What follows belongs to an exercise in optimizing a design on an open flow for small area; a production flow would make more cautious choices. RTL that was checked went through simulation tests only; none was proved equivalent to the original. Function not checked in runs 1 to 3: the RTL went through the layout flow alone. Power figures rest on the tool's default switching activity, not on a simulated workload.

$ cat flow/run.sh
#!/bin/bash
set -e
cp standard.sh standard_sh.copy.log
export BUFFER_PORTS_ARGS="-buffer_cell sky130_fd_sc_hd__buf_1"
bash standard.sh > standard.log 2>&1
$ cat standard.sh
#!/bin/bash
# synth_recipe.tcl (not shown) runs the flow's synth.tcl, then flattens the netlist and writes it again
# the make line also repeats each setting of config.mk as NAME=value (left out here)
make -C /OpenROAD-flow-scripts/flow DESIGN_CONFIG=/design/flow/config.mk WORK_HOME=/design/flow/orfs CLKGATE_MAP_FILE= SYNTH_SCRIPT=/design/flow/synth_recipe.tcl "${@:-finish}"
$ cat config.mk
export PLATFORM = sky130hd
export DESIGN_NAME = channel_avg
export DESIGN_NICKNAME = channel_avg
export VERILOG_FILES = /design/flow/design.v
export SDC_FILE = /design/flow/constraint.sdc
export NUM_CORES = 4
export LEC_CHECK = 0
export CAP_MARGIN = 20
export CORE_MARGIN = 2
export CORE_UTILIZATION = 70
export CTS_BUF_LIST = sky130_fd_sc_hd__clkbuf_4
export CTS_CLUSTER_DIAMETER = 40
export CTS_CLUSTER_SIZE = 8
export PLACE_DENSITY = 0.85
export SLEW_MARGIN = 20
export SYNTH_HIERARCHICAL = 1
$ cat constraint.sdc
create_clock -name core_clock -period 10.0 [get_ports {CLK}]
set_input_delay 2.0000 -clock core_clock [delete_from_list [all_inputs] [get_ports {CLK}]]
set_output_delay 2.0000 -clock core_clock [all_outputs]
set_load 0.01 [all_outputs]
$ cat design.v
`timescale 1ns / 1ps
module channel_avg #(
  parameter NCH            = 16,
  parameter OUTCH_WIDTH    = 16,
  parameter INTERNAL_WIDTH = 32,
  parameter INDATA_WIDTH   = 256,
  parameter OUTDATA_WIDTH  = 256
) (
  input                          RESET,
  input                          CLK,
  input      [7:0]               CONFIG,
  input                          TRIG,
  input      [INDATA_WIDTH-1:0]  INDATA_Q,
  output reg                     OUTVALID,
  output     [OUTDATA_WIDTH-1:0] OUTDATA_Q
);
  localparam AW = 31;
  localparam TB = 18;
  reg trig_prev;
  reg trig_prev1;
  reg trig_prev2;
  wire trig_synced = (trig_prev2 == 1'b0) && (trig_prev1 == 1'b1);
  wire [3:0] avg_n = CONFIG[3:0];
  wire [3:0] sh   = avg_n;
  wire [3:0] sh_n = ~avg_n;
  reg  [15:0] j;
  wire [15:0] j_now = trig_synced ? ({12'd0, CONFIG[7:4]} + 16'd1) : j;
  wire        wrap  = j_now[avg_n];
  wire [15:0] j_nxt = wrap ? 16'd1 : j_now + 16'd1;
  wire trig_synced_nxt = trig_prev & ~trig_prev1;
  wire load_nxt = trig_synced_nxt ? (CONFIG[7:4] == 4'd0) : (j_nxt == 16'd1);
  reg  load;
  genvar g, b;
  generate
    for (g = 0; g < NCH; g = g + 1) begin : ch
      wire [15:0]   x = INDATA_Q[16*g +: 16];
      wire          sg = x[15];
      reg  [AW-1:0] acc;
      wire [AW-1:0] a = acc & {AW{~load}};
      wire [AW-1:0] s;
      wire [TB:1]   c;
      ca_fbit0 ub (.a(a[0]), .x(x[0]), .s(s[0]), .co(c[1]));
      for (b = 1; b < TB; b = b + 1) begin : lo
        ca_fbit u (.a(a[b]), .x((b < 16) ? x[b] : sg), .ci(c[b]), .s(s[b]), .co(c[b+1]));
      end
      wire          e = c[TB] ^ sg;
      wire          e_n = ~e;
      wire [AW:TB+1] p;
      ca_hfirst uh (.a(a[TB]), .sg(sg), .e(e), .s(s[TB]), .p_out(p[TB+1]));
      for (b = TB + 1; b < AW; b = b + 1) begin : hi
        if ((b - TB) % 2 == 1) begin : odd
          ca_hodd u (.a(a[b]), .sg(sg), .e(e), .p_in(p[b]), .s(s[b]), .p_out(p[b+1]));
        end else begin : even
          ca_heven u (.a(a[b]), .sg(sg), .e_n(e_n), .p_in_n(p[b]), .s(s[b]), .p_out(p[b+1]));
        end
      end
      always @(posedge CLK) acc <= s;
      wire [22:0] u3;
      wire [18:0] u2;
      wire [16:0] u1;
      wire [15:0] u0;
      for (b = 0; b < 23; b = b + 1) begin : m3
        ca_sel u (.sn(sh_n[3]), .hi(acc[b+8]), .s(sh[3]), .lo(acc[b]), .y(u3[b]));
      end
      for (b = 0; b < 19; b = b + 1) begin : m2
        ca_sel u (.sn(sh_n[2]), .hi(u3[b+4]), .s(sh[2]), .lo(u3[b]), .y(u2[b]));
      end
      for (b = 0; b < 17; b = b + 1) begin : m1
        ca_sel u (.sn(sh_n[1]), .hi(u2[b+2]), .s(sh[1]), .lo(u2[b]), .y(u1[b]));
      end
      for (b = 0; b < 16; b = b + 1) begin : m0
        ca_sel u (.sn(sh_n[0]), .hi(u1[b+1]), .s(sh[0]), .lo(u1[b]), .y(u0[b]));
      end
      assign OUTDATA_Q[OUTCH_WIDTH*g +: OUTCH_WIDTH] = u0;
    end
  endgenerate
  always @(posedge CLK or posedge RESET) begin
    if (RESET) begin
      trig_prev  <= 1'b0;
      trig_prev1 <= 1'b0;
      trig_prev2 <= 1'b0;
    end else begin
      trig_prev  <= TRIG;
      trig_prev1 <= trig_prev;
      trig_prev2 <= trig_prev1;
    end
  end
  always @(posedge CLK or posedge RESET) begin
    if (RESET) begin
      OUTVALID <= 1'b0;
      j        <= 16'd0;
      load     <= 1'b0;
    end else begin
      OUTVALID <= wrap;
      j        <= j_nxt;
      load     <= load_nxt;
    end
  end
endmodule
module ca_fbit (input a, input x, input ci, output s, output co);
  assign s  = a ^ x ^ ci;
  assign co = (a & x) | (ci & (a ^ x));
endmodule
module ca_fbit0 (input a, input x, output s, output co);
  assign s  = a ^ x;
  assign co = a & x;
endmodule
module ca_hfirst (input a, input sg, input e, output s, output p_out);
  assign p_out = a ^ sg;
  assign s     = a ^ e;
endmodule
module ca_hodd (input a, input sg, input e, input p_in, output s, output p_out);
  assign p_out = ~(p_in & (a ^ sg));
  assign s     = a ^ (e & p_in);
endmodule
module ca_heven (input a, input sg, input e_n, input p_in_n, output s, output p_out);
  assign p_out = ~(p_in_n | ~(a ^ sg));
  assign s     = a ^ ~(e_n | p_in_n);
endmodule
module ca_sel (input sn, input hi, input s, input lo, output y);
  assign y = ~((sn | hi) & (s | lo));
endmodule
==> metrics.yaml, run 1 <==
run_status:
  status: "no timing/DRC/antenna violations"
drt:
  vias_per_cell: 6.55
  ant_nets: 0
  dr.pass1.iters: 8
  route.detailed.drc: 0
  wl_per_cell_um: 20.2
  drt_iter0_drc: 3774
  routed_wl_um: 96400
  dr_total_vias: 31300
pwr:
  vdd_drop_max_v: 0.000204
  p_int_mw: 5.89
  netSwitchingFraction_pct: 41.9
  pwr-share-comb_pct: 47.6
  p_clk_share_pct: 16.1
  leakage_nw: 14.1
  switchingPower_mw: 4.26
  power_density_mw_per_mm2: 272
  p_seq_share_pct: 36.3
finish:
  multi_input_area_mm2: 0.0222
  drive_gt1_share_pct: 5.33
  regArea_mm2: 0.0105
  area_growth_pct: 13.2
  fill_cells: 3264
  final_common_cell: "o22ai_1"
  final_cell_mix: "o22ai_1, buf_1, nor2b_1"
  final_area_mm2: 0.0373
  nNetsFinal: 4673
place:
  place_area_mm2: 0.0360
  io_buffers: 523
  place_congestion: 0.973
  dp_hpwl_um: 67800
die:
  die_area_mm2: 0.0489
  fp-row-count: 79
  die_w_um: 221
  ios: 524
  die_h_um: 221
  core_area_mm2: 0.0466
  start_util_pct: 70.8
clock_tree:
  clk_root_buffer_cell: "clkbuf_4"
  htreeDepth: 3
  cts_buffers: 91
  cts.repair.resized: 0
  ctsHoldBuffers: 0
  cts_tree: "yes"
  insertion_delay_ps: 890
  clockBufferDepth: 3
  cts.sinks: 517
  post_cts_buffers: 0
  path_clk_slew_ps: 90
grt:
  gr-usage-all-layers_pct: 38.6
  grt_max_degree: 231
  grt_pass1_wl_um: 154000
  grt-ovfl-total: 0
  grt_pass1_vias: 29400
  antenna_found_initial: 10
setup_path:
  cp_data_arrival_time_ps: 9940
  critPathKind: "in2reg"
  cp-end-kind: "flip-flop"
  critPathMaxFanout: 6
  cp.required_ps: 10780
  start_kind: "input port"
synthesis:
  syn_area_mm2: 0.0330
  syn_avg_cell_area_um2: 9.42
  syn_nets: 4060
  ys_warn_count: 7
  netlist_instances: 3502
timing:
  post-route-period-util_pct: 91.6
  period_needed_ps: 9160
  hold_violations: 0
  max_slew_margin_pct: 24.8
  rsz0062_at_grt: "false"
  skew_ps: 41.5
  tns_ps: 0
  clock.fmax_mhz: 109
  fin_hold_ws_ps: 374
  setup_viol: 0
  final_max_slew_viol_count: 0
  tightest_slew_ps: 1130
hold_path:
  hp-class: "reg2reg"
run:
  drv_cap: 0
[metrics by stage]
stage | std cells | worst slack [ps] | util [%] | power, mW
floorplan | 3502 | 476 | - | 6.89
global placement | 4628 | 308 | 77.4 | 8.18
detailed placement | 4628 | 79.6 | 77.4 | 8.41
CTS | 4774 | 1010 | 80.1 | 10.1
global route | 4782 | 648 | 80.2 | 10.9
finish | 4783 | 838 | 80.2 | 10.2
[final timing paths]
path                               from             to  slack [ps]  cells past startpoint
max                        INDATA_Q[48]  ch[3].acc[30]         840                     23
min                           trig_prev     trig_prev1         370                      0
max reg2reg                        load  ch[3].acc[30]         870                     24
min reg2reg                   trig_prev     trig_prev1         370                      0
max in group asynchronous         RESET           load        8120                      2
min in group asynchronous         RESET           j[2]        1240                      2
[layer usage]
layer	part of all wire [%]	up-vias	track usage (%)
met1	40	14600	52.2
met3	9.4	351	8.17
met5	0.063	-	0
met2	46	1892	60.3
met4	4.7	8	16.7
li1	-	14400	-
[registers in the layout (all words and copies together), names as in the netlist]
name	count
trig_prev	1
j	16
load	1
OUTVALID	1
trig_prev2	1
ch.acc	496
trig_prev1	1
[critical path, stage by stage]
cell and delay [ps]:
buf_1 90, ha_1 200, fa_1 390, fa_1 400, fa_1 430, fa_1 410
fa_1 410, fa_1 400, fa_1 390, fa_1 420, fa_1 400, fa_1 400
fa_1 430, fa_1 420, fa_1 420, fa_1 400, fa_1 400, fa_1 430
fa_1 430, xor2_1 220, inv_1 160, nor2_1 160, xor2_1 170
[cell type report]
class / instances / area share [%]
Clock buffer: 104 / 2.09
Antenna cell: 8 / 0.0536
Clock inverter: 42 / 1.32
Tap cell: 607 / 2.03
Multi-Input combinational cell: 2896 / 59.4
Sequential cell: 517 / 28.0
Timing Repair Buffer: 583 / 6.74
Inverter: 26 / 0.332
[power by group through the flow]
stage                     clock, mW  sequential, mW  combinational [mW]
after floorplan                   0            3.37                3.53
after global placement            0            3.67                4.50
after detailed placement          0            3.68                4.73
after CTS                      1.65            3.65                4.77
after global routing           1.74            3.75                5.42
final                          1.64            3.68                4.83
==> run 2: changes to the inputs <==
==> config.mk (replaced) <==
export PLATFORM = sky130hd
export DESIGN_NAME = channel_avg
export DESIGN_NICKNAME = channel_avg
export VERILOG_FILES = /design/flow/design.v
export SDC_FILE = /design/flow/constraint.sdc
export NUM_CORES = 4
export LEC_CHECK = 0
export CAP_MARGIN = 20
export CORE_MARGIN = 2
export CORE_UTILIZATION = 40
export CTS_BUF_LIST = sky130_fd_sc_hd__clkbuf_8
export CTS_CLUSTER_DIAMETER = 80
export CTS_CLUSTER_SIZE = 18
export PLACE_DENSITY = 0.6
export SLEW_MARGIN = 20
export SYNTH_HIERARCHICAL = 1
==> metrics.yaml, run 2 <==
pwr:
  leakage_nw: 13.8
  vdd_drop_max_v: 0.000148
  power_density_mw_per_mm2: 261
  pwr-share-comb_pct: 48.6
  switchingPower_mw: 4.20
  p_int_mw: 5.63
  p_clk_share_pct: 14.1
  netSwitchingFraction_pct: 42.7
  p_seq_share_pct: 37.3
setup_path:
  start_kind: "input port"
  worstPathBufferInverterCount: 2
  path_delay_family: "adder cells"
  crit_top_cell: "fa_1"
  critPathKind: "in2reg"
  cp.required_ps: 10600
  cp_data_arrival_time_ps: 9730
  cp-end-kind: "flip-flop"
  cpPeakStageDelay_ps: 430
  critPathMaxFanout: 6
  path_cells: "buf_1 > ha_1 > fa_1 > fa_1 > fa_1 > fa_1 > fa_1 > fa_1 > fa_1 > fa_1 > fa_1 > fa_1 > fa_1 > fa_1 > fa_1 > fa_1 > fa_1 > fa_1 > fa_1 > xor2_1 > inv_1 > nor2_1 > xor2_1"
  cpMaxStageDelayCell: "fa_1"
drt:
  vias_per_cell: 5.73
  routed_wl_um: 101000
  route.detailed.drc: 0
  dr_total_vias: 29600
  drt_iter0_drc: 2286
  ant_nets: 0
  dr.pass1.iters: 8
  wl_per_cell_um: 19.5
timing:
  tns_ps: 0
  tightest_slew_ps: 1070
  final_max_slew_viol_count: 0
  hold_violations: 0
  period_needed_ps: 9140
  clock.fmax_mhz: 109
  setup_viol: 0
  rsz0062_at_grt: "false"
  skew_ps: 42.2
  post-route-period-util_pct: 91.4
  max_slew_margin_pct: 28.5
grt:
  grt_pass1_vias: 28700
  gr-usage-all-layers_pct: 23.1
  grt_max_degree: 184
  grt-ovfl-total: 0
  grt_pass1_wl_um: 159000
  antenna_found_initial: 10
finish:
  top_regs: "ch.acc: 496 flops, j: 16 flops"
  regMostFlops: "ch.acc"
  finalNonFillerCells: 5177
  final_common_cell: "o22ai_1"
  area_growth_pct: 14.1
  fill_cells: 8164
  regArea_mm2: 0.0105
  drive_gt1_share_pct: 3.90
  multi_input_area_mm2: 0.0222
  nNetsFinal: 4629
  largest_register_ffs: 496
  final_cell_mix: "o22ai_1, buf_1, nor2b_1"
clock_tree:
  cts_tree: "yes"
  cts_buffers: 43
  cts.repair.resized: 0
  clockBufferDepth: 3
  ctsHoldBuffers: 0
  htreeDepth: 2
  cts.sinks: 517
  insertion_delay_ps: 660
  clk_root_buffer_cell: "clkbuf_8"
  post_cts_buffers: 0
  path_clk_slew_ps: 110
die:
  die_w_um: 291
  die_h_um: 291
  ios: 524
  start_util_pct: 40.3
  die_area_mm2: 0.0848
  fp-row-count: 105
  core_area_mm2: 0.0818
place:
  io_buffers: 523
  dp_cells: 5096
  dp_hpwl_um: 73100
  place_congestion: 0.871
synthesis:
  syn_avg_cell_area_um2: 9.42
  ys_warn_count: 7
  syn_area_mm2: 0.0330
  syn_nets: 4060
  netlist_instances: 3502
run_status:
  status: "no timing/DRC/antenna violations"
hold_path:
  hp-class: "reg2reg"
run:
  drv_cap: 0
==> run 2: cell count changes in the layout (fill, tap and decap cells not counted), sizes merged <==
cell	before	now
bufinv	11	4
inv	29	39
clkbuf	115	52
clkinv	22	4
buf	572	579
diode	8	6
clkinvlp	6	10
==> run 2: area by class of cell <==
class	count	share of cell area (%)
multi-input cells	2896	58.9
well taps	1070	3.56
diodes	6	0.0399
flip-flops and latches	517	27.8
clock inverters	31	0.934
inverters	26	0.329
repair buffers	587	6.81
clock buffers	44	1.61
==> run 2: per-stage QoR <==
stage	cell area [um^2]	setup slack (ps)	power, mW	hold slack [ps]	utilization, %
after global routing	37600	611	10.7	406	46.0
after global placement	36700	269	8.36	363	44.8
after floorplan	33000	476	6.89	347	-
after CTS	37600	940	9.89	392	46.0
final	37600	865	9.83	385	46.0
after detailed placement	36700	224	8.44	359	44.8
==> run 2: per-layer routing <==
| metal | vias up | wire (um) | global-route usage, % |
|---|---|---|---|
| met2 | 1024 | 46700 | 37.1 |
| met5 | - | 42 | 0 |
| met4 | 8 | 1980 | 5.69 |
| met3 | 142 | 6990 | 4.38 |
| met1 | 14200 | 45300 | 31.9 |
| li1 | 14300 | - | - |
==> run 2: path summary, 6_finish.rpt <==
kind	to	start	slack, ps	depth (start not counted)
max in group asynchronous	load	RESET	7910	2
max reg2reg	ch[11].acc[26]	load	1030	24
min in group asynchronous	j[8]	RESET	1470	2
min	trig_prev1	trig_prev	380	0
max	ch[11].acc[26]	INDATA_Q[176]	860	23
min reg2reg	trig_prev1	trig_prev	380	0
==> run 2: power groups by stage <==
stage	Clock, mW	Sequential [mW]	Combinational [mW]
3_5_place_dp	0	3.69	4.76
2_1_floorplan	0	3.37	3.53
6_report	1.39	3.66	4.78
4_1_cts	1.43	3.65	4.80
3_3_place_gp	0	3.70	4.65
5_1_grt	1.50	3.76	5.43
==> run 3: changes to the inputs <==
--- a/design.v
+++ b/design.v
@@ -24,11 +24,15 @@
   wire [3:0] sh   = avg_n;
   wire [3:0] sh_n = ~avg_n;
   reg  [15:0] j;
-  wire [15:0] j_now = trig_synced ? ({12'd0, CONFIG[7:4]} + 16'd1) : j;
-  wire        wrap  = j_now[avg_n];
-  wire [15:0] j_nxt = wrap ? 16'd1 : j_now + 16'd1;
+  wire [4:0]  cfg1 = {1'b0, CONFIG[7:4]} + 5'd1;
+  wire [4:0]  cfg2 = {1'b0, CONFIG[7:4]} + 5'd2;
+  wire [15:0] cfg1_w = {11'd0, cfg1};
+  wire        wrap  = trig_synced ? cfg1_w[avg_n] : j[avg_n];
+  wire [15:0] j_inc = j + 16'd1;
+  wire [15:0] j_nxt = wrap ? 16'd1 : (trig_synced ? {11'd0, cfg2} : j_inc);
   wire trig_synced_nxt = trig_prev & ~trig_prev1;
-  wire load_nxt = trig_synced_nxt ? (CONFIG[7:4] == 4'd0) : (j_nxt == 16'd1);
+  wire load_nxt = trig_synced_nxt ? (CONFIG[7:4] == 4'd0)
+                                  : (wrap | (~trig_synced & (j == 16'd0)));
   reg  load;
   genvar g, b;
   generate
@@ -45,14 +49,19 @@
       end
       wire          e = c[TB] ^ sg;
       wire          e_n = ~e;
-      wire [AW:TB+1] p;
+      wire [AW-1:TB+1] p;
       ca_hfirst uh (.a(a[TB]), .sg(sg), .e(e), .s(s[TB]), .p_out(p[TB+1]));
-      for (b = TB + 1; b < AW; b = b + 1) begin : hi
+      for (b = TB + 1; b < AW - 1; b = b + 1) begin : hi
         if ((b - TB) % 2 == 1) begin : odd
           ca_hodd u (.a(a[b]), .sg(sg), .e(e), .p_in(p[b]), .s(s[b]), .p_out(p[b+1]));
         end else begin : even
           ca_heven u (.a(a[b]), .sg(sg), .e_n(e_n), .p_in_n(p[b]), .s(s[b]), .p_out(p[b+1]));
         end
+      end
+      if ((AW - 1 - TB) % 2 == 1) begin : last_odd
+        ca_hlast_odd ul (.a(a[AW-1]), .e(e), .p_in(p[AW-1]), .s(s[AW-1]));
+      end else begin : last_even
+        ca_hlast_even ul (.a(a[AW-1]), .e_n(e_n), .p_in_n(p[AW-1]), .s(s[AW-1]));
       end
       always @(posedge CLK) acc <= s;
       wire [22:0] u3;
@@ -117,6 +126,12 @@
   assign p_out = ~(p_in_n | ~(a ^ sg));
   assign s     = a ^ ~(e_n | p_in_n);
 endmodule
+module ca_hlast_odd (input a, input e, input p_in, output s);
+  assign s = a ^ (e & p_in);
+endmodule
+module ca_hlast_even (input a, input e_n, input p_in_n, output s);
+  assign s = a ^ ~(e_n | p_in_n);
+endmodule
 module ca_sel (input sn, input hi, input s, input lo, output y);
   assign y = ~((sn | hi) & (s | lo));
 endmodule
==> config.mk (replaced) <==
export PLATFORM = sky130hd
export DESIGN_NAME = channel_avg
export DESIGN_NICKNAME = channel_avg
export VERILOG_FILES = /design/flow/design.v
export SDC_FILE = /design/flow/constraint.sdc
export NUM_CORES = 4
export LEC_CHECK = 0
export CAP_MARGIN = 20
export CORE_MARGIN = 2
export CORE_UTILIZATION = 60
export CTS_BUF_LIST = sky130_fd_sc_hd__clkbuf_4
export CTS_CLUSTER_DIAMETER = 50
export CTS_CLUSTER_SIZE = 8
export PLACE_DENSITY = 0.75
export SLEW_MARGIN = 20
export SYNTH_HIERARCHICAL = 1
==> metrics.yaml, run 3 <==
setup_path:
  start_kind: "input port"
  crit_path_start: "INDATA_Q[32]"
  cp_data_arrival_time_ps: 9850
  cp.required_ps: 10780
  crit_path_end: "ch[2].acc[26]"
  path_cells: "buf_1 > ha_1 > fa_1 > fa_1 > fa_1 > fa_1 > fa_1 > fa_1 > fa_1 > fa_1 > fa_1 > fa_1 > fa_1 > fa_1 > fa_1 > fa_1 > fa_1 > fa_1 > fa_1 > xor2_1 > inv_1 > nor2_1 > xor2_1"
  reg2regPathDepth: 24
  cp-end-kind: "flip-flop"
  cpPeakStageDelay_ps: 430
  r2r_slack_ps: 1190
  critPathMaxFanout: 6
  r2r_end: "ch[12].acc[26]"
  rr_startpoint: "load"
  cpMaxStageDelayCell: "fa_1"
  crit_top_cell: "fa_1"
  critPathKind: "in2reg"
grt:
  grt-ovfl-total: 0
  grtUsageMet1_pct: 46.8
  antenna_found_initial: 18
  grt_pass1_wl_um: 156000
  grt.busiest_layer: "met2"
  grt_pass1_vias: 29100
  use_met2_pct: 53.7
  grt_max_degree: 198
  gr-usage-all-layers_pct: 34.1
  use_met3_pct: 7.11
place:
  place_congestion: 0.937
  dp_hpwl_um: 69500
  post-place-ws_ps: 135
  io_buffers: 523
timing:
  period_needed_ps: 9070
  skew_ps: 37.5
  tns_ps: 0
  hold_violations: 0
  max_slew_margin_pct: 31.6
  setup_viol: 0
  final_max_slew_viol_count: 0
  post-route-period-util_pct: 90.7
  rsz0062_at_grt: "false"
  clock.fmax_mhz: 110
  worst_slack_ps: 934
  tightest_slew_ps: 1030
clock_tree:
  path_clk_slew_ps: 100
  clk_root_buffer_cell: "clkbuf_4"
  htreeDepth: 3
  cts.sinks: 517
  insertion_delay_ps: 870
  cts_tree: "yes"
  cts.repair.resized: 0
  cts_buffers: 79
  clockBufferDepth: 3
  post_cts_buffers: 0
  ctsHoldBuffers: 0
synthesis:
  synthTopCellsByArea: "dfxtp_1, o22ai_1, fa_1, nor2b_1, xor2_1"
  yosys.area.top_type_share_pct: 30.2
  syn_nets: 4046
  yosysMostFrequentCell: "o22ai_1"
  syn_area_mm2: 0.0329
  syn_avg_cell_area_um2: 9.44
  synth_top_area_cell: "dfxtp_1"
  ys_seq_area_share_pct: 31.8
  ys_async_sr_fraction_pct: 4.06
  synthTopCellsByCount: "o22ai_1, nor2b_1, dfxtp_1"
  ys.flop_type: "dfxtp_1"
  ys_warn_count: 7
  synth_edf_count: 0
  netlist_instances: 3486
  synth-seq-cells: 517
  synth_cell_types: 45
finish:
  nNetsFinal: 4652
  top_regs: "ch.acc: 496 flops, j: 16 flops"
  drive_gt1_share_pct: 4.59
  final_common_cell: "o22ai_1"
  area_growth_pct: 12.3
  final_cell_mix: "o22ai_1, buf_1, nor2b_1"
  regMostFlops: "ch.acc"
  fill_cells: 4557
  largest_register_ffs: 496
drt:
  route.detailed.drc: 0
  vias_per_cell: 6.32
  wl_per_cell_um: 20.2
  dr.pass1.iters: 8
  dr_total_vias: 30500
  ant_nets: 0
  drt_iter0_drc: 2889
  routed_wl_um: 97700
pwr:
  vdd_drop_max_v: 0.000159
  leakage_nw: 13.9
  power_density_mw_per_mm2: 249
die:
  die_w_um: 238
  die_area_mm2: 0.0567
  die_h_um: 238
  fp-row-count: 85
  start_util_pct: 60.9
  core_area_mm2: 0.0540
  ios: 524
hold_path:
  hp-class: "reg2reg"
run_status:
  status: "no timing/DRC/antenna violations"
run:
  drv_cap: 0
## run 3: cell count changes in the layout (fill, tap and decap cells not counted), sizes merged, moves of 3 or more
cell      previous run  this run
diode                6        11
and2                 4         0
nor2               195       192
clkinvlp            10         4
inv                 39        28
clkbuf              52       100
nor3b                0         3
o21ai                6         3
clkinv               4         8
## run 3: cell families (layout without fill, tap and decap cells)
family / after synthesis / count (layout) / synth area share (%)
buffers and inverters: 88 / 720 / 1.07
AOI/OAI and AO/OA: 1220 / 1220 / 23.3
DFF: 517 / 517 / 31.8
other: 0 / 11 / 0
and+or+nand+nor: 931 / 931 / 14.7
xor gates and xnor gates: 431 / 431 / 11.5
muxes: 6 / 6 / 0.312
adders and majority gates: 293 / 293 / 17.3
## run 3: stage by stage
stage | util, % | cell area, um^2 | cells | hold WS (ps) | power, mW
detailed placement | 66.8 | 36100 | 4706 | 371 | 7.92
global placement | 66.8 | 36100 | 4706 | 360 | 7.76
finish | 68.4 | 36900 | 4825 | 392 | 9.21
CTS | 68.3 | 36900 | 4813 | 392 | 9.19
floorplan | - | 32900 | 3486 | 347 | 6.49
global route | 68.4 | 36900 | 4823 | 403 | 9.97
## run 3: where the power goes
part / switching (mW) / internal, mW
clock: 0.778 / 0.476
sequential: 0.636 / 2.91
combinational: 2.48 / 1.93
total: 3.90 / 5.32
## run 3: worst min path at each step
stage                         start         end  slack (ps)  cells past startpoint
final                     trig_prev  trig_prev1         390                      0
after global routing      trig_prev  trig_prev1         400                      0
after CTS                 trig_prev  trig_prev1         390                      0
after detailed placement  trig_prev  trig_prev1         370                      0
after global placement    trig_prev  trig_prev1         360                      0
after floorplan           trig_prev  trig_prev1         350                      0
## run 3: critical path: cells and delay by family
kind	cells	cell delay, ps
adders and majority gates	18	6990
xor gates and xnor gates	2	360
buffers and inverters	2	300
and+or+nand+nor	1	170
## run 3: routing by layer
metal | part of all wire (%) | vias up
met3 | 7.9 | 236
li1 | - | 14300
met2 | 46 | 1387
met4 | 3.3 | 22
met1 | 43 | 14500
met5 | 0.15 | -
## run 3: per-module statistics from Yosys, one instance, submodules excluded, a selection
module,flip-flops and latches,copies in the design
ca_fbit,0,272
ca_fbit0,0,16
ca_heven,0,80
ca_hfirst,0,16
ca_hlast_even,0,16
ca_sel,0,1200
channel_avg,517,1
## run 3: layout make-up
type / instances / area (um^2) / area share, %
multi-input cells: 2881 / 22100 / 59.8
flip-flops and latches: 517 / 10500 / 28.3
repair buffers: 587 / 2560 / 6.92
well taps: 696 / 871 / 2.36
clock buffers: 91 / 683 / 1.85
clock inverters: 16 / 125 / 0.339
inverters: 26 / 124 / 0.335
diodes: 11 / 27.5 / 0.0745
==> run 4: changes to the inputs <==
--- a/design.v
+++ b/design.v
@@ -15,7 +15,7 @@
   output     [OUTDATA_WIDTH-1:0] OUTDATA_Q
 );
   localparam AW = 31;
-  localparam TB = 18;
+  localparam TB = 19;
   reg trig_prev;
   reg trig_prev1;
   reg trig_prev2;
--- a/config.mk
+++ b/config.mk
@@ -5,12 +5,12 @@
 export SDC_FILE = /design/flow/constraint.sdc
 export NUM_CORES = 4
 export LEC_CHECK = 0
-export CAP_MARGIN = 20
+export CAP_MARGIN = 5
 export CORE_MARGIN = 2
 export CORE_UTILIZATION = 60
 export CTS_BUF_LIST = sky130_fd_sc_hd__clkbuf_4
 export CTS_CLUSTER_DIAMETER = 50
 export CTS_CLUSTER_SIZE = 8
 export PLACE_DENSITY = 0.75
-export SLEW_MARGIN = 20
+export SLEW_MARGIN = 5
 export SYNTH_HIERARCHICAL = 1
==> metrics.yaml, run 4 <==
pwr:
  p_clk_share_pct: 12.9
  vdd_drop_max_v: 0.000154
  power_density_mw_per_mm2: 254
  netSwitchingFraction_pct: 42.6
  p_int_mw: 5.38
  power_mw: 9.36
  switchingPower_mw: 3.99
  leakage_nw: 13.7
  pwr-share-comb_pct: 48.5
  p_seq_share_pct: 38.7
drt:
  routed.top_layer: "met5"
  drt_iter0_drc: 3166
  route.detailed.drc: 0
  routed_wl_um: 96700
  dr_total_vias: 30200
  wl_per_cell_um: 20.2
  dr.pass1.iters: 8
  wl_met2_um: 43600
  wl_met3_um: 9210
  ant_nets: 0
  vias_per_cell: 6.32
  drt-met1-wl_um: 40500
setup_path:
  cp.required_ps: 10780
  critPathMaxFanout: 5
  crit_top_cell: "fa_1"
  start_kind: "input port"
  critPathKind: "in2reg"
  cp-end-kind: "flip-flop"
  cpPeakStageDelay_ps: 430
  path_cells: "buf_1 > ha_1 > fa_1 > fa_1 > fa_1 > fa_1 > fa_1 > fa_1 > fa_1 > fa_1 > fa_1 > fa_1 > fa_1 > fa_1 > fa_1 > fa_1 > fa_1 > fa_1 > fa_1 > fa_1 > xor2_1 > inv_1 > nor2_1 > xor2_1"
  cp_data_arrival_time_ps: 10170
  cpMaxStageDelayCell: "fa_1"
timing:
  setup_viol: 0
  tns_ps: 0
  tightest_slew_ps: 1220
  period_needed_ps: 9390
  rsz0062_at_grt: "false"
  max_slew_margin_pct: 18.6
  worst_slack_ps: 606
  final_max_slew_viol_count: 0
  clock.fmax_mhz: 106
  skew_ps: 52.4
  hold_violations: 0
  post-route-period-util_pct: 93.9
synthesis:
  synth_edf_count: 0
  syn_avg_cell_area_um2: 9.55
  ys_warn_count: 7
  syn_area_mm2: 0.0328
  synth_cell_types: 45
  syn_nets: 4014
  ys_seq_area_share_pct: 31.8
  synth_top_area_cell: "dfxtp_1"
  ys_async_sr_fraction_pct: 4.06
  yosysMostFrequentCell: "o22ai_1"
  synth-seq-cells: 517
  ys.flop_type: "dfxtp_1"
  synthTopCellsByCount: "o22ai_1, nor2b_1, dfxtp_1"
  synthTopCellsByArea: "dfxtp_1, o22ai_1, fa_1, nor2b_1, xor2_1"
  yosys.area.top_type_share_pct: 30.2
  netlist_instances: 3438
finish:
  area_growth_pct: 12.2
  finalNonFillerCells: 4780
  nNetsFinal: 4623
  regMostFlops: "ch.acc"
  final_cell_mix: "o22ai_1, buf_1, nor2b_1"
  final_common_cell: "o22ai_1"
  top_regs: "ch.acc: 496 flops, j: 16 flops"
  drive_gt1_share_pct: 4.66
  largest_register_ffs: 496
die:
  die_h_um: 238
  fp-row-count: 85
  core_area_mm2: 0.0539
  start_util_pct: 60.9
  ios: 524
  die_w_um: 238
  die_area_mm2: 0.0566
grt:
  antenna_found_initial: 19
  grt_pass1_vias: 28100
  grt_max_degree: 207
  grt_pass1_wl_um: 153000
  grt-ovfl-total: 0
  gr-usage-all-layers_pct: 33.7
clock_tree:
  clockBufferDepth: 3
  cts_tree: "yes"
  ctsHoldBuffers: 0
  insertion_delay_ps: 870
  cts.sinks: 517
  path_clk_slew_ps: 100
  post_cts_buffers: 0
  htreeDepth: 3
  clk_root_buffer_cell: "clkbuf_4"
  cts_buffers: 79
  cts.repair.resized: 0
run:
  drv_cap: 0
hold_path:
  hp-class: "reg2reg"
place:
  place_congestion: 0.936
  post-place-ws_ps: -182
  dp_cells: 4662
  io_buffers: 523
  dp_hpwl_um: 69100
run_status:
  status: "no timing/DRC/antenna violations"
run 4: cell count changes in the layout (fill, tap and decap cells not counted), sizes merged, moves of 2 or more:
| cell | delta |
|---|---|
| xor2 | -32 |
| bufinv | -2 |
| fa | +16 |
| nand2 | -16 |
| buf | +8 |
| clkbuf | -4 |
| nor2 | -16 |
run 4: final timing paths:
check	start	to	slack, ps	cells past startpoint
hold reg to reg	trig_prev	trig_prev1	410	0
setup reg to reg	load	ch[8].acc[21]	690	25
setup / recovery	INDATA_Q[128]	ch[8].acc[21]	610	24
max in group asynchronous	RESET	load	8030	2
hold / removal	trig_prev	trig_prev1	410	0
min in group asynchronous	RESET	j[1]	1310	2
run 4: logic make-up (layout without fill, tap and decap cells):
family | count (synthesis) | after routing | share of synthesized area, %
AOI/OAI and AO/OA | 1220 | 1220 | 23.4
xor gates and xnor gates | 399 | 399 | 10.6
adders and majority gates | 309 | 309 | 18.4
buffers and inverters | 88 | 723 | 1.07
DFF | 517 | 517 | 31.8
muxes | 6 | 6 | 0.312
other | 0 | 11 | 0
and+or+nand+nor | 899 | 899 | 14.4
run 4: layout make-up:
class	count	area (um^2)
Multi-Input combinational cell	2833	22000
Sequential cell	517	10500
Clock inverter	15	75.1
Timing Repair Buffer	590	2560
Antenna cell	11	27.5
Fill cell	4501	17100
Inverter	26	124
Tap cell	696	871
Clock buffer	92	691
run 4: metrics by stage:
stage / util (%) / hold slack [ps] / instance area (um^2)
4_1_cts: 68.2 / 381 / 36800
2_1_floorplan: - / 347 / 32800
6_report: 68.3 / 406 / 36800
3_3_place_gp: 66.8 / 358 / 36000
5_1_grt: 68.3 / 414 / 36800
3_5_place_dp: 66.8 / 361 / 36000
run 4: worst max-delay path, delay by kind of cell:
kind                       cells  cell delay, ps
adders and majority gates     19            7440
xor gates and xnor gates       2             370
buffers and inverters          2             210
and+or+nand+nor                1             150
run 4: metal layers:
layer | GRT usage [%] | vias to the layer above
li1 | - | 14200
met1 | 46.6 | 14300
met2 | 52.5 | 1538
met3 | 7.60 | 250
met4 | 11.2 | 22
met5 | 0 | -
run 4: power groups by stage:
stage               clock, mW  sequential, mW  combinational (mW)
floorplan                   0            3.33                3.32
global placement            0            3.64                4.31
detailed placement          0            3.63                4.47
CTS                      1.23            3.60                4.50
global route             1.31            3.70                5.11
finish                   1.20            3.62                4.54
run 4: modules after synthesis (local to each module, per instance):
module	area [um^2]	cells	flip-flops and latches	times used
ca_hodd	25.0	4	0	80
ca_fbit	20.0	1	0	288
ca_hlast_odd	12.5	2	0	16
ca_hfirst	17.5	2	0	16
ca_sel	6.26	1	0	1200
ca_fbit0	12.5	1	0	16
ca_heven	25.0	4	0	80
channel_avg	14900	1230	517	1
==> run 5: changes to the inputs <==
--- a/config.mk
+++ b/config.mk
@@ -11,6 +11,7 @@
 export CTS_BUF_LIST = sky130_fd_sc_hd__clkbuf_4
 export CTS_CLUSTER_DIAMETER = 50
 export CTS_CLUSTER_SIZE = 8
+export GPL_TIMING_DRIVEN = 0
 export PLACE_DENSITY = 0.75
 export SLEW_MARGIN = 5
 export SYNTH_HIERARCHICAL = 1
==> metrics.yaml, run 5 <==
pwr:
  power_mw: 9.47
  leakage_nw: 14.0
  power_density_mw_per_mm2: 252
  vdd_drop_max_v: 0.000172
drt:
  dr.pass1.iters: 6
  ant_nets: 0
  dr_total_vias: 30300
  vias_per_cell: 6.29
  drt_iter0_drc: 2834
  wl_per_cell_um: 20.4
  route.detailed.drc: 0
  routed_wl_um: 98500
hold_path:
  holdPathStages: 0
  whs_endpoint: "trig_prev2"
  hp-start: "trig_prev1"
  hp-class: "reg2reg"
timing:
  skew_ps: 56.8
  hold_violations: 0
  final_max_slew_viol_count: 0
  tightest_slew_ps: 1360
  setup_viol: 0
  worst_slack_ps: 262
  post-route-period-util_pct: 97.4
  clock.fmax_mhz: 103
  max_slew_margin_pct: 9.20
  rsz0062_at_grt: "true"
  period_needed_ps: 9740
setup_path:
  r2r_slack_ps: 270
  cp.required_ps: 10760
  rr_startpoint: "load"
  cpPeakStageDelay_ps: 420
  critPathKind: "in2reg"
  reg2regPathDepth: 26
  path_cells: "buf_1 > ha_1 > fa_1 > fa_1 > fa_1 > fa_1 > fa_1 > fa_1 > fa_1 > fa_1 > fa_1 > fa_1 > fa_1 > fa_1 > fa_1 > fa_1 > fa_1 > fa_1 > fa_1 > fa_1 > xor2_2 > inv_1 > nor2_1 > xor2_1"
  start_kind: "input port"
  r2r_end: "ch[11].acc[29]"
  cp-end-kind: "flip-flop"
  critPathMaxFanout: 8
  cpMaxStageDelayCell: "fa_1"
  cp_data_arrival_time_ps: 10500
  crit_top_cell: "fa_1"
die:
  core_area_mm2: 0.0539
  die_w_um: 238
  fp-row-count: 85
  start_util_pct: 60.9
  ios: 524
  die_h_um: 238
  die_area_mm2: 0.0566
finish:
  drive_gt1_share_pct: 5.08
  regMostFlops: "ch.acc"
  area_growth_pct: 14.7
  final_cell_mix: "o22ai_1, buf_1, nor2b_1"
  finalNonFillerCells: 4821
  fill_cells: 4420
  final_common_cell: "o22ai_1"
  nNetsFinal: 4659
  top_regs: "ch.acc: 496 flops, j: 16 flops"
  largest_register_ffs: 496
clock_tree:
  clk_root_buffer_cell: "clkbuf_4"
  cts_tree: "yes"
  cts.sinks: 517
  insertion_delay_ps: 860
  ctsHoldBuffers: 0
  path_clk_slew_ps: 100
  htreeDepth: 3
  cts_buffers: 81
  clockBufferDepth: 3
place:
  io_buffers: 523
  post-place-ws_ps: -1190
  place_congestion: 0.928
  dp_hpwl_um: 72900
  dp_cells: 4694
grt:
  grt_max_degree: 158
  grt-ovfl-total: 0
  grt_pass1_vias: 28600
  gr-usage-all-layers_pct: 34.3
  antenna_found_initial: 22
  grt_pass1_wl_um: 155000
run_status:
  status: "no timing/DRC/antenna violations"
synthesis:
  synth-seq-cells: 517
  yosys.area.top_type_share_pct: 30.2
  syn_avg_cell_area_um2: 9.55
  syn_nets: 4014
  synth_cell_types: 45
  synthTopCellsByArea: "dfxtp_1, o22ai_1, fa_1, nor2b_1, xor2_1"
  netlist_instances: 3438
  ys_warn_count: 7
  synth_top_area_cell: "dfxtp_1"
  ys_async_sr_fraction_pct: 4.06
  synthTopCellsByCount: "o22ai_1, nor2b_1, dfxtp_1"
  ys.flop_type: "dfxtp_1"
  syn_area_mm2: 0.0328
  yosysMostFrequentCell: "o22ai_1"
  ys_seq_area_share_pct: 31.8
  synth_edf_count: 0
run:
  drv_cap: 0
run 5: cell families after synthesis:
kind of cell / synth area share, %
AOI/OAI and AO/OA: 23.4
xor gates and xnor gates: 10.6
adders and majority gates: 18.4
buffers and inverters: 1.07
DFF: 31.8
muxes: 0.312
and+or+nand+nor: 14.4
run 5: report_power, final:
part | internal [mW] | switching, mW
clock | 0.487 | 0.788
sequential | 2.95 | 0.655
combinational | 2.02 | 2.58
run 5: cell type report:
cell class | instances | area, um^2 | area share (%)
Inverter | 26 | 124 | 0.329
Timing Repair Buffer | 564 | 2780 | 7.38
Multi-Input combinational cell | 2833 | 22300 | 59.1
Clock buffer | 99 | 743 | 1.97
Antenna cell | 9 | 22.5 | 0.0598
Buffer | 60 | 279 | 0.741
Clock inverter | 17 | 113 | 0.299
Sequential cell | 517 | 10500 | 27.8
Tap cell | 696 | 871 | 2.31
run 5: worst max-delay path by stage:
stage                  start             end  slack [ps]  depth (start not counted)
6_report       INDATA_Q[240]  ch[15].acc[27]         260                         24
5_1_grt                 load  ch[11].acc[29]         -30                         26
4_1_cts                 load   ch[2].acc[25]           9                         26
3_5_place_dp            load  ch[15].acc[27]       -1190                         27
3_3_place_gp       CONFIG[2]   OUTDATA_Q[50]      -25150                          6
2_1_floorplan    INDATA_Q[0]   ch[0].acc[21]         110                         23
run 5: through the flow:
step                utilization, %  setup TNS, ps  area [um^2]  hold slack (ps)
floorplan                        -              0        32800              347
finish                        69.8              0        37600              407
CTS                           69.4              0        37400              384
detailed placement            67.6        -131770        36500              364
global placement              66.1       -6873560        35700              365
global route                  69.8          -47.9        37600              407
run 5: what timing repair did:
item | 4_1_cts | 5_1_grt
setup buffers | 0 | 4
resized for setup | 24 | 42
endpoints found under the setup margin | 179 | 130
run 5: routing by layer:
metal | vias to the layer above | global-route usage (%) | routed length, um
met5 | - | 0 | 163
met1 | 14400 | 46.6 | 41300
li1 | 14300 | - | -
met4 | 26 | 11.9 | 3430
met2 | 1401 | 54.2 | 45100
met3 | 254 | 7.74 | 8600
run 5: Yosys stat by module (local to each module, per instance):
module,flops+latches,copies in the design,cells inside
ca_fbit,0,288,1
ca_fbit0,0,16,1
ca_heven,0,80,4
ca_hfirst,0,16,2
ca_hlast_odd,0,16,2
ca_hodd,0,80,4
ca_sel,0,1200,1
channel_avg,517,1,1230
run 5: critical path, delay by kind of cell:
kind	cells	cell delay, ps
and+or+nand+nor	1	180
buffers and inverters	2	340
xor gates and xnor gates	2	560
adders and majority gates	19	7400
==> run 6: changes to the inputs <==
==> config.mk (replaced) <==
export PLATFORM = sky130hd
export DESIGN_NAME = channel_avg
export DESIGN_NICKNAME = channel_avg
export VERILOG_FILES = /design/flow/design.v
export SDC_FILE = /design/flow/constraint.sdc
export NUM_CORES = 4
export LEC_CHECK = 0
export CAP_MARGIN = 20
export CORE_MARGIN = 2
export CORE_UTILIZATION = 60
export CTS_BUF_LIST = sky130_fd_sc_hd__clkbuf_4 sky130_fd_sc_hd__clkbuf_8
export CTS_CLUSTER_DIAMETER = 50
export CTS_CLUSTER_SIZE = 10
export PLACE_DENSITY = 0.75
export SLEW_MARGIN = 20
export SYNTH_HIERARCHICAL = 1
==> metrics.yaml, run 6 <==
pwr:
  netSwitchingFraction_pct: 41.1
  p_int_mw: 5.84
  pwr-share-comb_pct: 45.8
  leakage_nw: 14.0
  switchingPower_mw: 4.07
  power_density_mw_per_mm2: 265
  p_seq_share_pct: 36.6
  p_clk_share_pct: 17.5
  power_mw: 9.91
  vdd_drop_max_v: 0.000178
place:
  io_buffers: 523
  dp_cells: 4662
  place_congestion: 0.936
  post-place-ws_ps: -182
  dp_hpwl_um: 69100
drt:
  dr.pass1.iters: 6
  routed_wl_um: 97400
  wl_per_cell_um: 20.4
  drt_iter0_drc: 3323
  ant_nets: 0
  vias_per_cell: 6.30
  route.detailed.drc: 0
  dr_total_vias: 30100
clock_tree:
  cts_tree: "yes"
  cts.sinks: 517
  cts_buffers: 71
  post_cts_buffers: 0
  path_clk_slew_ps: 70
  htreeDepth: 3
  cts.repair.resized: 0
  clockBufferDepth: 3
  ctsHoldBuffers: 0
  clk_root_buffer_cell: "clkbuf_8"
  insertion_delay_ps: 670
grt:
  grt_max_degree: 207
  antenna_found_initial: 19
  grt_pass1_vias: 28100
  gr-usage-all-layers_pct: 33.9
  grt_pass1_wl_um: 154000
  grt-ovfl-total: 0
finish:
  drive_gt1_share_pct: 4.93
  top_regs: "ch.acc: 496 flops, j: 16 flops"
  final_common_cell: "o22ai_1"
  regMostFlops: "ch.acc"
  final_cell_mix: "o22ai_1, buf_1, nor2b_1"
  fill_cells: 4419
  area_growth_pct: 14.2
  finalNonFillerCells: 4782
  nNetsFinal: 4615
  largest_register_ffs: 496
setup_path:
  critPathKind: "in2reg"
  cp.required_ps: 10570
  path_cells: "buf_1 > ha_1 > fa_1 > fa_1 > fa_1 > fa_1 > fa_1 > fa_1 > fa_1 > fa_1 > fa_1 > fa_1 > fa_1 > fa_1 > fa_1 > fa_1 > fa_1 > fa_1 > fa_1 > fa_1 > xor2_1 > inv_1 > nor2_1 > xor2_1"
  cpPeakStageDelay_ps: 430
  worstPathBufferInverterCount: 2
  cpMaxStageDelayCell: "fa_1"
  crit_top_cell: "fa_1"
  cp-end-kind: "flip-flop"
  start_kind: "input port"
  cp_data_arrival_time_ps: 10180
  path_delay_family: "adder cells"
  critPathMaxFanout: 5
timing:
  rsz0062_at_grt: "false"
  tightest_slew_ps: 1190
  tns_ps: 0
  max_slew_margin_pct: 20.4
  clock.fmax_mhz: 104
  period_needed_ps: 9610
  hold_violations: 0
  post-route-period-util_pct: 96.1
  skew_ps: 44.2
  setup_viol: 0
  final_max_slew_viol_count: 0
  worst_slack_ps: 390
synthesis:
  synth_cell_types: 45
  synth_top_area_cell: "dfxtp_1"
  syn_nets: 4014
  ys.flop_type: "dfxtp_1"
  synth-seq-cells: 517
  ys_async_sr_fraction_pct: 4.06
  yosysMostFrequentCell: "o22ai_1"
  syn_area_mm2: 0.0328
  netlist_instances: 3438
  synthTopCellsByCount: "o22ai_1, nor2b_1, dfxtp_1"
  ys_seq_area_share_pct: 31.8
  synthTopCellsByArea: "dfxtp_1, o22ai_1, fa_1, nor2b_1, xor2_1"
  yosys.area.top_type_share_pct: 30.2
  synth_edf_count: 0
  ys_warn_count: 7
  syn_avg_cell_area_um2: 9.55
die:
  die_w_um: 238
  die_h_um: 238
  die_area_mm2: 0.0566
  ios: 524
  fp-row-count: 85
  start_util_pct: 60.9
  core_area_mm2: 0.0539
run_status:
  status: "no timing/DRC/antenna violations"
run:
  drv_cap: 0
hold_path:
  hp-class: "reg2reg"
-- run 6: per-stage QoR --
stage,util [%],instance area (um^2),hold slack [ps]
floorplan,-,32800,347
global placement,66.8,36000,358
detailed placement,66.8,36000,361
CTS,69.5,37500,396
global route,69.5,37500,420
finish,69.5,37500,391
-- run 6: kinds of logic (layout without fill, tap and decap cells) --
logic type	count (synthesis)	count (layout)	synth area share [%]
and+or+nand+nor	899	899	14.4
muxes	6	6	0.312
AOI/OAI and AO/OA	1220	1220	23.4
DFF	517	517	31.8
adders and majority gates	309	309	18.4
xor gates and xnor gates	399	399	10.6
buffers and inverters	88	728	1.07
other	0	8	0
-- run 6: worst register-to-register path, cell delays in order (launching register included) --
cell,delay [ps]
dfrtp_4,690
buf_4,340
nor2b_1,90
ha_1,210
fa_1,390
fa_1,390
fa_1,410
fa_1,400
fa_1,430
fa_1,410
fa_1,400
fa_1,400
fa_1,420
fa_1,420
fa_1,390
fa_1,390
fa_1,400
fa_1,400
fa_1,400
fa_1,400
fa_1,420
fa_1,400
xor2_1,180
inv_1,140
nor2_1,150
xor2_1,190
-- run 6: layout make-up --
class / instances / area (um^2) / area share, %
Multi-Input combinational cell: 2833 / 22000 / 58.8
Sequential cell: 517 / 10500 / 27.9
Timing Repair Buffer: 590 / 2560 / 6.83
Clock buffer: 95 / 1210 / 3.24
Tap cell: 696 / 871 / 2.32
Clock inverter: 17 / 208 / 0.554
Inverter: 26 / 124 / 0.331
Antenna cell: 8 / 20.0 / 0.0534
-- run 6: power groups by stage --
stage	registers, mW	clock network, mW	logic, mW
after detailed placement	3.63	0	4.47
after global placement	3.64	0	4.31
after CTS	3.61	1.76	4.51
final	3.63	1.74	4.55
after global routing	3.71	1.85	5.12
after floorplan	3.33	0	3.32
-- run 6: path summary, 6_finish.rpt --
| kind | to | depth (start not counted) | slack, ps | from |
|---|---|---|---|---|
| min in group asynchronous | trig_prev | 2 | 1530 | RESET |
| worst min-delay path | trig_prev1 | 0 | 390 | trig_prev |
| worst max register to register | ch[8].acc[21] | 25 | 670 | load |
| worst min register to register | trig_prev1 | 0 | 390 | trig_prev |
| max in group asynchronous | load | 2 | 7810 | RESET |
| worst max-delay path | ch[8].acc[21] | 24 | 390 | INDATA_Q[128] |
-- run 6: per-layer routing --
layer | vias up | global-route usage (%) | wire [um]
li1 | 14100 | - | -
met2 | 1495 | 52.9 | 44200
met4 | 22 | 11.5 | 3290
met3 | 242 | 7.31 | 8700
met1 | 14200 | 47.0 | 41100
met5 | - | 0 | 144
-- run 6: Yosys stat by module, one instance, submodules excluded, a selection --
module,cells inside,flip-flops and latches,area (um^2)
ca_heven,4,0,25.0
channel_avg,1230,517,14900
ca_hlast_odd,2,0,12.5
ca_fbit,1,0,20.0
ca_hfirst,2,0,17.5
ca_hodd,4,0,25.0
==> run 7: changes to the inputs <==
--- a/config.mk
+++ b/config.mk
@@ -8,9 +8,9 @@
 export CAP_MARGIN = 20
 export CORE_MARGIN = 2
 export CORE_UTILIZATION = 60
-export CTS_BUF_LIST = sky130_fd_sc_hd__clkbuf_4 sky130_fd_sc_hd__clkbuf_8
-export CTS_CLUSTER_DIAMETER = 50
-export CTS_CLUSTER_SIZE = 10
+export CTS_BUF_LIST = sky130_fd_sc_hd__clkbuf_4
+export CTS_CLUSTER_DIAMETER = 45
+export CTS_CLUSTER_SIZE = 9
 export PLACE_DENSITY = 0.75
 export SLEW_MARGIN = 20
 export SYNTH_HIERARCHICAL = 1
==> metrics.yaml, run 7 <==
synthesis:
  ys_warn_count: 7
  synth_cell_types: 45
  synth_xor_area_share_pct: 10.6
  syn_avg_cell_area_um2: 9.55
  ys.flop_type: "dfxtp_1"
  synth_fa_ha_area_share_pct: 18.4
  synthTopCellsByCount: "o22ai_1, nor2b_1, dfxtp_1"
  synth_edf_count: 0
  synth_compound_area_share_pct: 23.4
  synth-seq-cells: 517
  synthTopCellsByArea: "dfxtp_1, o22ai_1, fa_1, nor2b_1, xor2_1"
  ys_seq_area_share_pct: 31.8
  yosysMostFrequentCell: "o22ai_1"
  yosys.area.top_type_share_pct: 30.2
  ys_async_sr_fraction_pct: 4.06
  netlist_instances: 3438
  synth_top_area_cell: "dfxtp_1"
  yosys.area_share.simple_pct: 14.4
  synthMuxAreaShare_pct: 0.313
  syn_area_mm2: 0.0328
  synth_top_family_by_area: "compound AO/OA/AOI/OAI gates"
  syn_nets: 4014
finish:
  regMostFlops: "ch.acc"
  final_cell_mix: "o22ai_1, buf_1, nor2b_1"
  area_growth_pct: 12.8
  top_regs: "ch.acc: 496 flops, j: 16 flops"
  final_common_cell: "o22ai_1"
  largest_register_ffs: 496
  final_area_mm2: 0.0370
  drive_gt1_share_pct: 4.92
  nNetsFinal: 4624
  finalNonFillerCells: 4791
die:
  die_h_um: 238
  start_util_pct: 60.9
  die_area_mm2: 0.0566
  core_area_mm2: 0.0539
  die_w_um: 238
  ios: 524
  fp-row-count: 85
drt:
  wl_per_cell_um: 20.3
  dr_total_vias: 30200
  vias_per_cell: 6.31
  dr.pass1.iters: 7
  ant_nets: 0
  routed_wl_um: 97200
  drt_iter0_drc: 3334
  route.detailed.drc: 0
run_status:
  status: "no timing/DRC/antenna violations"
setup_path:
  cp-end-kind: "flip-flop"
  start_kind: "input port"
  critPathMaxFanout: 5
  cp.required_ps: 10780
  critPathKind: "in2reg"
  cp_data_arrival_time_ps: 10210
grt:
  grt_max_degree: 207
  antenna_found_initial: 16
  grt-ovfl-total: 0
  grt_pass1_vias: 28300
  grt_pass1_wl_um: 153000
  gr-usage-all-layers_pct: 33.7
place:
  dp_cells: 4662
  dp_hpwl_um: 69100
  io_buffers: 523
  place_area_mm2: 0.0360
  place_congestion: 0.936
clock_tree:
  htreeDepth: 3
  path_clk_slew_ps: 100
  cts.repair.resized: 0
  cts_buffers: 80
  post_cts_buffers: 0
  cts.sinks: 517
  insertion_delay_ps: 860
  clk_root_buffer_cell: "clkbuf_4"
  clockBufferDepth: 3
  cts_tree: "yes"
  ctsHoldBuffers: 0
timing:
  period_needed_ps: 9420
  tns_ps: 0
  clock.fmax_mhz: 106
  post-route-period-util_pct: 94.2
  skew_ps: 47.7
  setup_viol: 0
  final_max_slew_viol_count: 0
  hold_violations: 0
  max_slew_margin_pct: 19.8
  tightest_slew_ps: 1200
  rsz0062_at_grt: "false"
pwr:
  power_density_mw_per_mm2: 259
  vdd_drop_max_v: 0.000172
  leakage_nw: 13.8
hold_path:
  hp-class: "reg2reg"
run:
  drv_cap: 0
==> run 7: changes by cell type in the layout (fill, tap and decap cells not counted) <==
cell | previous run | this run
clkinv_4 | 1 | 4
clkbuf_4 | 19 | 97
clkinvlp_4 | 4 | 5
bufinv_16 | 4 | 5
clkinv_1 | 0 | 11
diode_2 | 8 | 6
inv_6 | 3 | 2
clkbuf_8 | 80 | 0
clkinv_2 | 6 | 4
==> run 7: cell families (layout without fill, tap and decap cells) <==
family,after synthesis,in the layout
AO/OA/AOI/OAI,1220,1220
XOR/XNOR,399,399
adder cells (fa/ha/maj),309,309
buffers and inverters,88,739
flip-flops,517,517
multiplexers,6,6
other,0,6
AND/OR/NAND/NOR,899,899
==> run 7: path summary, 6_finish.rpt <==
check	start	end	slack [ps]	cells past startpoint
worst max-delay path	INDATA_Q[32]	ch[2].acc[21]	580	24
worst min-delay path	trig_prev	trig_prev1	410	0
worst max register to register	load	ch[8].acc[21]	660	25
worst min register to register	trig_prev	trig_prev1	410	0
max in group asynchronous	RESET	load	8030	2
min in group asynchronous	RESET	trig_prev	1310	2
==> run 7: critical path, cell delays in order <==
cell    delay [ps]
buf_1          100
ha_1           200
fa_1           390
fa_1           390
fa_1           390
fa_1           390
fa_1           380
fa_1           420
fa_1           400
fa_1           400
fa_1           410
fa_1           390
fa_1           400
fa_1           430
fa_1           400
fa_1           390
fa_1           440
fa_1           440
fa_1           400
fa_1           390
xor2_1         190
inv_1          140
nor2_1         160
xor2_1         150
==> run 7: report_power, final <==
part | internal, mW | total [mW] | switching, mW
Combinational | 2.00 | 4.55 | 2.55
Clock | 0.580 | 1.40 | 0.816
Sequential | 2.95 | 3.63 | 0.682
==> run 7: layer usage <==
layer	vias to the layer above	track usage (%)	routed length, um
li1	14200	-	-
met4	20	11.5	3510
met3	264	7.28	9370
met2	1547	53.1	43900
met1	14200	46.3	40400
met5	-	0	130
==> run 7: final cells by class <==
class	count	area [um^2]
Antenna cell	6	15.0
Sequential cell	517	10500
Clock buffer	93	698
Timing Repair Buffer	590	2560
Tap cell	696	871
Fill cell	4480	16900
Clock inverter	30	294
Multi-Input combinational cell	2833	22000
Inverter	26	124
==> run 7: metrics by stage <==
step	total power, mW	utilization [%]	setup WS (ps)	hold WS, ps
floorplan	6.65	-	113	347
global placement	7.95	66.8	-70.5	358
detailed placement	8.10	66.8	-182	361
CTS	9.53	68.7	733	431
global route	10.3	68.7	283	431
finish	9.58	68.7	576	406
==> run 7: modules after synthesis (local to each module, per instance) <==
module        copies in the design  cells  cell area [um^2]
channel_avg                      1   1230             14900
ca_hfirst                       16      2              17.5
ca_hlast_odd                    16      2              12.5
ca_heven                        80      4              25.0
ca_sel                        1200      1              6.26
ca_fbit                        288      1              20.0
ca_hodd                         80      4              25.0
ca_fbit0                        16      1              12.5
==> run 8: changes to the inputs <==
--- a/config.mk
+++ b/config.mk
@@ -9,8 +9,8 @@
 export CORE_MARGIN = 2
 export CORE_UTILIZATION = 60
 export CTS_BUF_LIST = sky130_fd_sc_hd__clkbuf_4
-export CTS_CLUSTER_DIAMETER = 45
-export CTS_CLUSTER_SIZE = 9
+export CTS_CLUSTER_DIAMETER = 50
+export CTS_CLUSTER_SIZE = 8
 export PLACE_DENSITY = 0.75
 export SLEW_MARGIN = 20
 export SYNTH_HIERARCHICAL = 1
==> metrics.yaml, run 8 <==
run_status:
  status: "no timing/DRC/antenna violations"
setup_path:
  cp_data_arrival_time_ps: 10160
  critPathKind: "in2reg"
  path_cells: "buf_1 > ha_1 > fa_1 > fa_1 > fa_1 > fa_1 > fa_1 > fa_1 > fa_1 > fa_1 > fa_1 > fa_1 > fa_1 > fa_1 > fa_1 > fa_1 > fa_1 > fa_1 > fa_1 > fa_1 > xor2_1 > inv_1 > nor2_1 > xor2_1"
  start_kind: "input port"
  critPathMaxFanout: 5
  cp.required_ps: 10780
  crit_top_cell: "fa_1"
  cp-end-kind: "flip-flop"
  cpPeakStageDelay_ps: 430
  cpMaxStageDelayCell: "fa_1"
synthesis:
  ys_async_sr_fraction_pct: 4.06
  netlist_instances: 3438
  synthTopCellsByCount: "o22ai_1, nor2b_1, dfxtp_1"
  syn_avg_cell_area_um2: 9.55
  synthTopCellsByArea: "dfxtp_1, o22ai_1, fa_1, nor2b_1, xor2_1"
  ys.flop_type: "dfxtp_1"
  synth-seq-cells: 517
  syn_nets: 4014
  yosys.area.top_type_share_pct: 30.2
  yosysMostFrequentCell: "o22ai_1"
  ys_warn_count: 7
  ys_seq_area_share_pct: 31.8
  synth_cell_types: 45
  synth_edf_count: 0
  syn_area_mm2: 0.0328
  synth_top_area_cell: "dfxtp_1"
timing:
  rsz0062_at_grt: "false"
  setup_viol: 0
  skew_ps: 53.5
  tightest_slew_ps: 1240
  post-route-period-util_pct: 93.8
  hold_violations: 0
  fin_hold_ws_ps: 406
  tns_ps: 0
  period_needed_ps: 9380
  final_max_slew_viol_count: 0
  max_slew_margin_pct: 17.3
  clock.fmax_mhz: 107
drt:
  routed_wl_um: 96800
  vias_per_cell: 6.32
  dr.pass1.iters: 8
  ant_nets: 0
  routed.top_layer: "met5"
  drt_iter0_drc: 3273
  drt-met1-wl_um: 40500
  wl_per_cell_um: 20.3
  wl_met2_um: 43700
  dr_total_vias: 30200
  route.detailed.drc: 0
  wl_met3_um: 9310
run:
  drv_cap: 0
die:
  ios: 524
  die_w_um: 238
  die_area_mm2: 0.0566
  die_h_um: 238
  start_util_pct: 60.9
  core_area_mm2: 0.0539
  fp-row-count: 85
finish:
  fin_util_pct: 68.3
  final_common_cell: "o22ai_1"
  nNetsFinal: 4623
  regArea_mm2: 0.0105
  area_growth_pct: 12.2
  top_regs: "ch.acc: 496 flops, j: 16 flops"
  regMostFlops: "ch.acc"
  drive_gt1_share_pct: 4.71
  largest_register_ffs: 496
  multi_input_area_mm2: 0.0220
  finalNonFillerCells: 4780
  fill_cells: 4501
  final_cell_mix: "o22ai_1, buf_1, nor2b_1"
clock_tree:
  cts_buffers: 79
  htreeDepth: 3
  clk_root_buffer_cell: "clkbuf_4"
  cts.sinks: 517
  insertion_delay_ps: 870
  path_clk_slew_ps: 90
  cts.repair.resized: 0
  ctsHoldBuffers: 0
  post_cts_buffers: 0
  cts_tree: "yes"
  clockBufferDepth: 3
pwr:
  leakage_nw: 13.7
  power_density_mw_per_mm2: 254
  power_mw: 9.37
  vdd_drop_max_v: 0.000154
grt:
  antenna_found_initial: 19
  grt_max_degree: 207
  grt-ovfl-total: 0
  gr-usage-all-layers_pct: 33.7
  grt_pass1_vias: 28100
  grt_pass1_wl_um: 153000
place:
  dp_cells: 4662
  io_buffers: 523
  place_congestion: 0.936
  dp_hpwl_um: 69100
hold_path:
  hp-class: "reg2reg"
-- run 8: cell counts after synthesis --
Identical to the previous run, type by type.
-- run 8: power by group --
group          leakage [nW]  internal, mW  total, mW  switching (mW)
logic                  8.84          2.00       4.54            2.54
registers              4.41          2.95       3.62           0.676
clock network         0.459         0.430       1.21           0.777
total                  13.7          5.38       9.37            4.00
-- run 8: layout make-up --
cell class / count / share of cell area, %
Sequential cell: 517 / 28.4
Clock buffer: 92 / 1.88
Inverter: 26 / 0.336
Tap cell: 696 / 2.36
Clock inverter: 15 / 0.204
Antenna cell: 11 / 0.0747
Timing Repair Buffer: 590 / 6.95
Multi-Input combinational cell: 2833 / 59.8
-- run 8: critical path: cells and delay by family --
kind | cells | cell delay, ps
and+or+nand+nor | 1 | 150
adders and majority gates | 19 | 7420
buffers and inverters | 2 | 210
xor gates and xnor gates | 2 | 370
-- run 8: kinds of logic (layout without fill, tap and decap cells) --
| logic type | Yosys count | in the layout | synth area share (%) |
|---|---|---|---|
| compound gates | 1220 | 1220 | 23.4 |
| simple gates | 899 | 899 | 14.4 |
| flops | 517 | 517 | 31.8 |
| xor+xnor | 399 | 399 | 10.6 |
| fa+ha+maj | 309 | 309 | 18.4 |
| buf+inv | 88 | 723 | 1.07 |
| mux | 6 | 6 | 0.312 |
| other cells | 0 | 11 | 0 |
-- run 8: per-stage QoR --
step | cell area [um^2] | setup WS (ps)
2_1_floorplan | 32800 | 113
3_3_place_gp | 36000 | -70.5
3_5_place_dp | 36000 | -182
4_1_cts | 36800 | 722
5_1_grt | 36800 | 333
6_report | 36800 | 617
-- run 8: per-module statistics from Yosys (local to each module, per instance) --
module	cell area, um^2	copies in the design	cells inside
ca_hlast_odd	12.5	16	2
ca_sel	6.26	1200	1
channel_avg	14900	1	1230
ca_hodd	25.0	80	4
ca_fbit	20.0	288	1
ca_fbit0	12.5	16	1
ca_hfirst	17.5	16	2
ca_heven	25.0	80	4
-- run 8: final timing paths --
check | start | end | slack (ps) | cells past startpoint
max | INDATA_Q[128] | ch[8].acc[21] | 620 | 24
min | trig_prev | trig_prev1 | 410 | 0
max reg2reg | load | ch[8].acc[21] | 700 | 25
min reg2reg | trig_prev | trig_prev1 | 410 | 0
max in group asynchronous | RESET | load | 8030 | 2
min in group asynchronous | RESET | j[0] | 1310 | 2
-- run 8: routing by layer --
layer / vias to the layer above / track usage (%)
li1: 14200 / -
met1: 14200 / 46.6
met2: 1561 / 52.5
met3: 233 / 7.60
met4: 22 / 11.2
met5: - / 0

==> what the ideal ports hide <==
Ports are ideal in the flow. The routed layouts listed here were re-timed in OpenROAD.
Step 1, drivers: a clkbuf_16 drives CLK and a buf_2 each remaining input, both assumed.
Step 2 adds t to the input delays and takes it off the output delays; t is the mean of the earliest and latest rising clock arrival at the registers after step 1. Input paths then give back, and output paths get back, about the clock's delay inside the block.
Slacks: no drivers / after step 1 / after step 2; pairs: no drivers / after step 1.
| run | t (ns) | setup WS [ns] | worst hold slack (ns) | worst data-port slew with drivers (ns) |
|---|---|---|---|---|
| run 1 | 0.933 | 0.838 / 0.866 / -0.068 | 0.374 / 0.374 / 0.374 | 0.12 |
| run 2 | 0.711 | 0.865 / 0.896 / 0.185 | 0.385 / 0.385 / 0.385 | 0.14 |
| run 3 | 0.913 | 0.934 / 0.972 / 0.058 | 0.392 / 0.392 / 0.392 | 0.13 |
| run 4 | 0.901 | 0.606 / 0.646 / -0.254 | 0.406 / 0.406 / 0.406 | 0.10 |
| run 5 | 0.893 | 0.262 / 0.275 / -0.611 | 0.407 / 0.407 / 0.407 | 0.11 |
| run 6 | 0.711 | 0.390 / 0.433 / -0.278 | 0.391 / 0.391 / 0.391 | 0.09 |
| run 7 | 0.896 | 0.576 / 0.604 / -0.292 | 0.406 / 0.406 / 0.406 | 0.10 |
| run 8 | 0.907 | 0.617 / 0.657 / -0.249 | 0.406 / 0.406 / 0.406 | 0.10 |
Met with ideal ports but missed after step 2: setup timing in 6 of these runs. For run 1, which loses most, drivers alone change the setup slack by +0.028 ns; drivers and shift together by -0.906 ns.
